Background: an optimization exercise with open tools, aiming at small area. Do not read the settings as production practice. The RTL was checked by simulation tests, not by an equivalence proof against the original design.

v50:
## pe_unit
module pe_unit (
    input   logic           clk,
    input   logic           rst,
    input   logic           valid_i,
    input   logic [3:0]     ctrl_i,
    input   logic           mode_i,
    input   poly_arith_pkg::coeff_t         op_a0_i,
    input   poly_arith_pkg::coeff_t         op_a1_i,
    input   poly_arith_pkg::coeff_t         op_a2_i,
    input   poly_arith_pkg::coeff_t         op_a3_i,
    input   poly_arith_pkg::coeff_t         op_b0_i,
    input   poly_arith_pkg::coeff_t         op_b1_i,
    input   poly_arith_pkg::coeff_t         op_b2_i,
    input   poly_arith_pkg::coeff_t         op_b3_i,
    output  poly_arith_pkg::coeff_t         z0_o,
    output  poly_arith_pkg::coeff_t         z1_o,
    output  poly_arith_pkg::coeff_t         z2_o,
    output  poly_arith_pkg::coeff_t         z3_o,
    output  logic           valid_o
);
For scale: about 5800 cells after synthesis, about 150 I/O pins, about 0.054 mm² of cells after synthesis.
export LEC_CHECK = 0
export CAP_MARGIN = 20
export CORE_MARGIN = 2
export CORE_UTILIZATION = 60
export CTS_BUF_LIST = sky130_fd_sc_hd__clkbuf_4 sky130_fd_sc_hd__clkbuf_8
export PLACE_DENSITY = 0.75
export SLEW_MARGIN = 20
create_clock -name core_clock -period 9.5 [get_ports {clk}]
standard.sh (not shown) runs the stock make flow with config.mk's settings and CLKGATE_MAP_FILE= SYNTH_SCRIPT=/design/flow/synth_recipe.tcl, a recipe that flattens the netlist after the stock synthesis.
==> flow/flow/run.sh <==
#!/bin/bash
set -euo pipefail
R=orfs/results/${FLOW_PLATFORM}/pe_unit/base
bash standard.sh synth > synth.log 2>&1
cp "$R/1_2_yosys.v" "$R/1_2_yosys.orig.v"
python3 flow/fixinv.py "$R/1_2_yosys.orig.v" "$R/1_2_yosys.v" > fixinv.log 2>&1
rm -f "$R/1_synth.odb" "$R/1_synth.sdc"
bash standard.sh finish "BUFFER_PORTS_ARGS=-buffer_cell sky130_fd_sc_hd__buf_1" \
  "CTS_ARGS=-sink_clustering_enable -repair_clock_nets -buf_list {sky130_fd_sc_hd__clkbuf_4 sky130_fd_sc_hd__clkbuf_8} -dont_use_dummy_load" \
  > finish.log 2>&1
Other scripts of this flow, unchanged in this note and not shown: flow/flow/fixinv.py
Setup changes, v50 to v37
==> flow/flow/run.sh <==
#!/bin/bash
# Standard layout, with one netlist clean-up between synthesis and floorplan:
# flow/fixinv.py removes the inverters that synthesis leaves between full-adder
# cells (a full adder is self-dual, so a cell can take complemented inputs and
# give complemented outputs). Registers, ports and all other cells are kept.
set -euo pipefail
R=orfs/results/${FLOW_PLATFORM}/pe_unit/base
bash standard.sh synth > synth.log 2>&1
cp "$R/1_2_yosys.v" "$R/1_2_yosys.orig.v"
python3 flow/fixinv.py "$R/1_2_yosys.orig.v" "$R/1_2_yosys.v" > fixinv.log 2>&1
rm -f "$R/1_synth.odb" "$R/1_synth.sdc"
bash standard.sh finish > finish.log 2>&1
diff --git a/flow/config.mk b/flow/config.mk
--- a/flow/config.mk
+++ b/flow/config.mk
@@ -8,6 +8,5 @@
 export CAP_MARGIN = 20
 export CORE_MARGIN = 2
-export CORE_UTILIZATION = 60
-export CTS_BUF_LIST = sky130_fd_sc_hd__clkbuf_4 sky130_fd_sc_hd__clkbuf_8
-export PLACE_DENSITY = 0.75
+export CORE_UTILIZATION = 45
+export PLACE_DENSITY = 0.65
 export SLEW_MARGIN = 20
Results
- v37 ended with every stage complete and zero timing, DRC or antenna violations.
- The met1 routing resource usage after global routing reported for v37 is smaller than that of v50 by 11 points.
- Compare v50 and v37 | design area lower: v50
- v37: post-DP HPWL 1.2 mm above v50
- v37 vs. v50: count of clock-net buffers in the final layout went down by 12.
- Compared v37 vs v50, and register-to-register slack is up in v37.
- Looking only at non-clock buffer total of the final layout, and setting everything else aside, the lower value of v50 and v37 goes to v37.
- Floorplan check, v37 vs v50: die outline larger in v37
- Looking at wire length across both flows, v37 is the weaker of the two, with v50 ahead.
- In v37, the critical path depth came out 3 below the value in v50.
Edits applied to the flow inputs when going from v37 to v12:
diff --git a/flow/flow/run.sh b/flow/flow/run.sh
--- a/flow/flow/run.sh
+++ b/flow/flow/run.sh
@@ -4,4 +4,6 @@
 # cells (a full adder is self-dual, so a cell can take complemented inputs and
 # give complemented outputs). Registers, ports and all other cells are kept.
+# The port buffers that placement inserts are buf_1 cells (the standard flow
+# picks a larger cell for them); each port still gets its own buffer.
 set -euo pipefail
 R=orfs/results/${FLOW_PLATFORM}/pe_unit/base
@@ -10,3 +12,3 @@
 python3 flow/fixinv.py "$R/1_2_yosys.orig.v" "$R/1_2_yosys.v" > fixinv.log 2>&1
 rm -f "$R/1_synth.odb" "$R/1_synth.sdc"
-bash standard.sh finish > finish.log 2>&1
+bash standard.sh finish "BUFFER_PORTS_ARGS=-buffer_cell sky130_fd_sc_hd__buf_1" > finish.log 2>&1
diff --git a/flow/config.mk b/flow/config.mk
--- a/flow/config.mk
+++ b/flow/config.mk
@@ -8,5 +8,6 @@
 export CAP_MARGIN = 20
 export CORE_MARGIN = 2
-export CORE_UTILIZATION = 45
-export PLACE_DENSITY = 0.65
+export CORE_UTILIZATION = 70
+export CTS_BUF_LIST = sky130_fd_sc_hd__clkbuf_4 sky130_fd_sc_hd__clkbuf_8
+export PLACE_DENSITY = 0.85
 export SLEW_MARGIN = 20
[summary]
- Relative to v37, starting density of the core has increased by 26 points in v12.
- v12 finished every stage and its layout cleared the timing, design-rule and antenna checks.
- Measured against each other, v37 and v12 differ in worst setup slack, the higher figure coming from v37.
- Relative to v37, v12 degrades shortest clock period the worst path allows after layout.
- Global-route usage in v12 is 17 points higher than in v37
- v12 gives less buffers plus inverters on the worst setup path than v37 did.
- Net total in the final layout was lower in v37 than in v12.
- Share of post-route cells with drive strength above 1 ended up 0.75 points higher on v12 than on v37.
- Wire length after detailed routing in v12 vs v37: up 0.31%
The inputs of v56 differ from those of v12 as listed below.
diff --git a/flow/config.mk b/flow/config.mk
--- a/flow/config.mk
+++ b/flow/config.mk
@@ -8,6 +8,6 @@
 export CAP_MARGIN = 20
 export CORE_MARGIN = 2
-export CORE_UTILIZATION = 70
+export CORE_UTILIZATION = 45
 export CTS_BUF_LIST = sky130_fd_sc_hd__clkbuf_4 sky130_fd_sc_hd__clkbuf_8
-export PLACE_DENSITY = 0.85
+export PLACE_DENSITY = 0.65
 export SLEW_MARGIN = 20
Findings:
Detailed placer's ending HPWL is lower on v12. Delta (v56 minus v12): highest fanout seen on the critical path saw an increase, sequential share of layout area saw a decrease. Final standard cell utilization of the core ended up 27 points lower on v56 than on v12. Between v12 and v56, final worst-path cycle share decreased. Total area of multi-input combinational cells of v56 is on par with v12.
[inputs] v54 vs v56
==> flow/flow/run.sh <==
#!/bin/bash
set -euo pipefail
R=orfs/results/${FLOW_PLATFORM}/pe_unit/base
bash standard.sh synth > synth.log 2>&1
cp "$R/1_2_yosys.v" "$R/1_2_yosys.orig.v"
python3 flow/fixinv.py "$R/1_2_yosys.orig.v" "$R/1_2_yosys.v" > fixinv.log 2>&1
rm -f "$R/1_synth.odb" "$R/1_synth.sdc"
bash standard.sh finish "BUFFER_PORTS_ARGS=-buffer_cell sky130_fd_sc_hd__buf_1" \
  "CTS_ARGS=-sink_clustering_enable -repair_clock_nets -buf_list {sky130_fd_sc_hd__clkbuf_4} -dont_use_dummy_load" \
  > finish.log 2>&1
diff --git a/flow/config.mk b/flow/config.mk
--- a/flow/config.mk
+++ b/flow/config.mk
@@ -8,6 +8,6 @@
 export CAP_MARGIN = 20
 export CORE_MARGIN = 2
-export CORE_UTILIZATION = 45
-export CTS_BUF_LIST = sky130_fd_sc_hd__clkbuf_4 sky130_fd_sc_hd__clkbuf_8
-export PLACE_DENSITY = 0.65
+export CORE_UTILIZATION = 60
+export CTS_BUF_LIST = sky130_fd_sc_hd__clkbuf_4
+export PLACE_DENSITY = 0.75
 export SLEW_MARGIN = 20
Notes after the runs:
v54 ends up with a area growth from synthesis to layout that is 3.5 points lower than in v56.
v54 ends up with a total of clock buffers placed in the layout that is 7 higher than in v56.
Going from v56 to v54, die span in y shrinks by 13%.
Compared to v56, v54 has tap cell count about 28% lower.
Going from v56 to v54, fraction of area in registers grows by 0.68 points.
[v54] total routed wire length on the met1 layer fell 7.2 mm relative to v56
[v54] wire length on met2 fell 4.4% relative to v56
Per the comparison of v54 with v56, placer's final routability congestion estimate rose by about 4.5%, final clock period utilization by the worst path rose by 2.6 points.
### v54 -> v31
diff --git a/flow/config.mk b/flow/config.mk
--- a/flow/config.mk
+++ b/flow/config.mk
@@ -6,4 +6,5 @@
 export NUM_CORES = 4
 export LEC_CHECK = 0
+export ABC_AREA = 1
 export CAP_MARGIN = 20
 export CORE_MARGIN = 2
Results
Going from v54 to v31, via count grew by a little under 10%.
Between v54 and v31, the clock latency of the later-clocked register in the worst-skew pair is higher for v31.
From v54 to v31 the numbers moved as follows: total stage count of the critical path increased about 4%; mean cell area of the mapped netlist decreased about 18%; final cell utilization of the core decreased 0.73 points.
The met2 global-route usage in v31 sits 2.2 points above the value recorded for v54.
Cell area of v54 is on par with v31.

-- re-timing with driven ports --
Ports are ideal in the flow. The routed layouts listed here were re-timed in OpenROAD.
Step 1: set_driving_cell puts a clkbuf_16 on clk and a buf_2 on each other input, an assumption about the parent block.
Step 2 moves the port delays by t, midway between the first and last clock arrival at a register: inputs arrive t later, outputs are due t later. That takes back most of the time a late clock gives input paths.
Slacks: ideal / step 1 / step 2; pairs: ideal / step 1.
| run | t, ns | slack for setup (ns) | slew at the worst register clock pin (ns) | worst data-port slew with drivers (ns) | pins driven straight from the clock port |
|---|---|---|---|---|---|
| v50 | 0.794 | 0.617 / 0.617 / 0.617 | 0.06 / 0.06 | 0.07 | 1 |
| v37 | 0.720 | 0.638 / 0.638 / 0.638 | 0.07 / 0.07 | 0.07 | 1 |
| v12 | 0.826 | 0.606 / 0.606 / 0.606 | 0.08 / 0.08 | 0.08 | 1 |
| v56 | 0.856 | 0.812 / 0.812 / 0.812 | 0.09 / 0.09 | 0.05 | 1 |
| v54 | 1.054 | 0.568 / 0.568 / 0.568 | 0.08 / 0.08 | 0.08 | 1 |
| v31 | 1.081 | 0.901 / 0.901 / 0.901 | 0.08 / 0.08 | 0.04 | 1 |
After both steps every run listed still meets setup and hold.
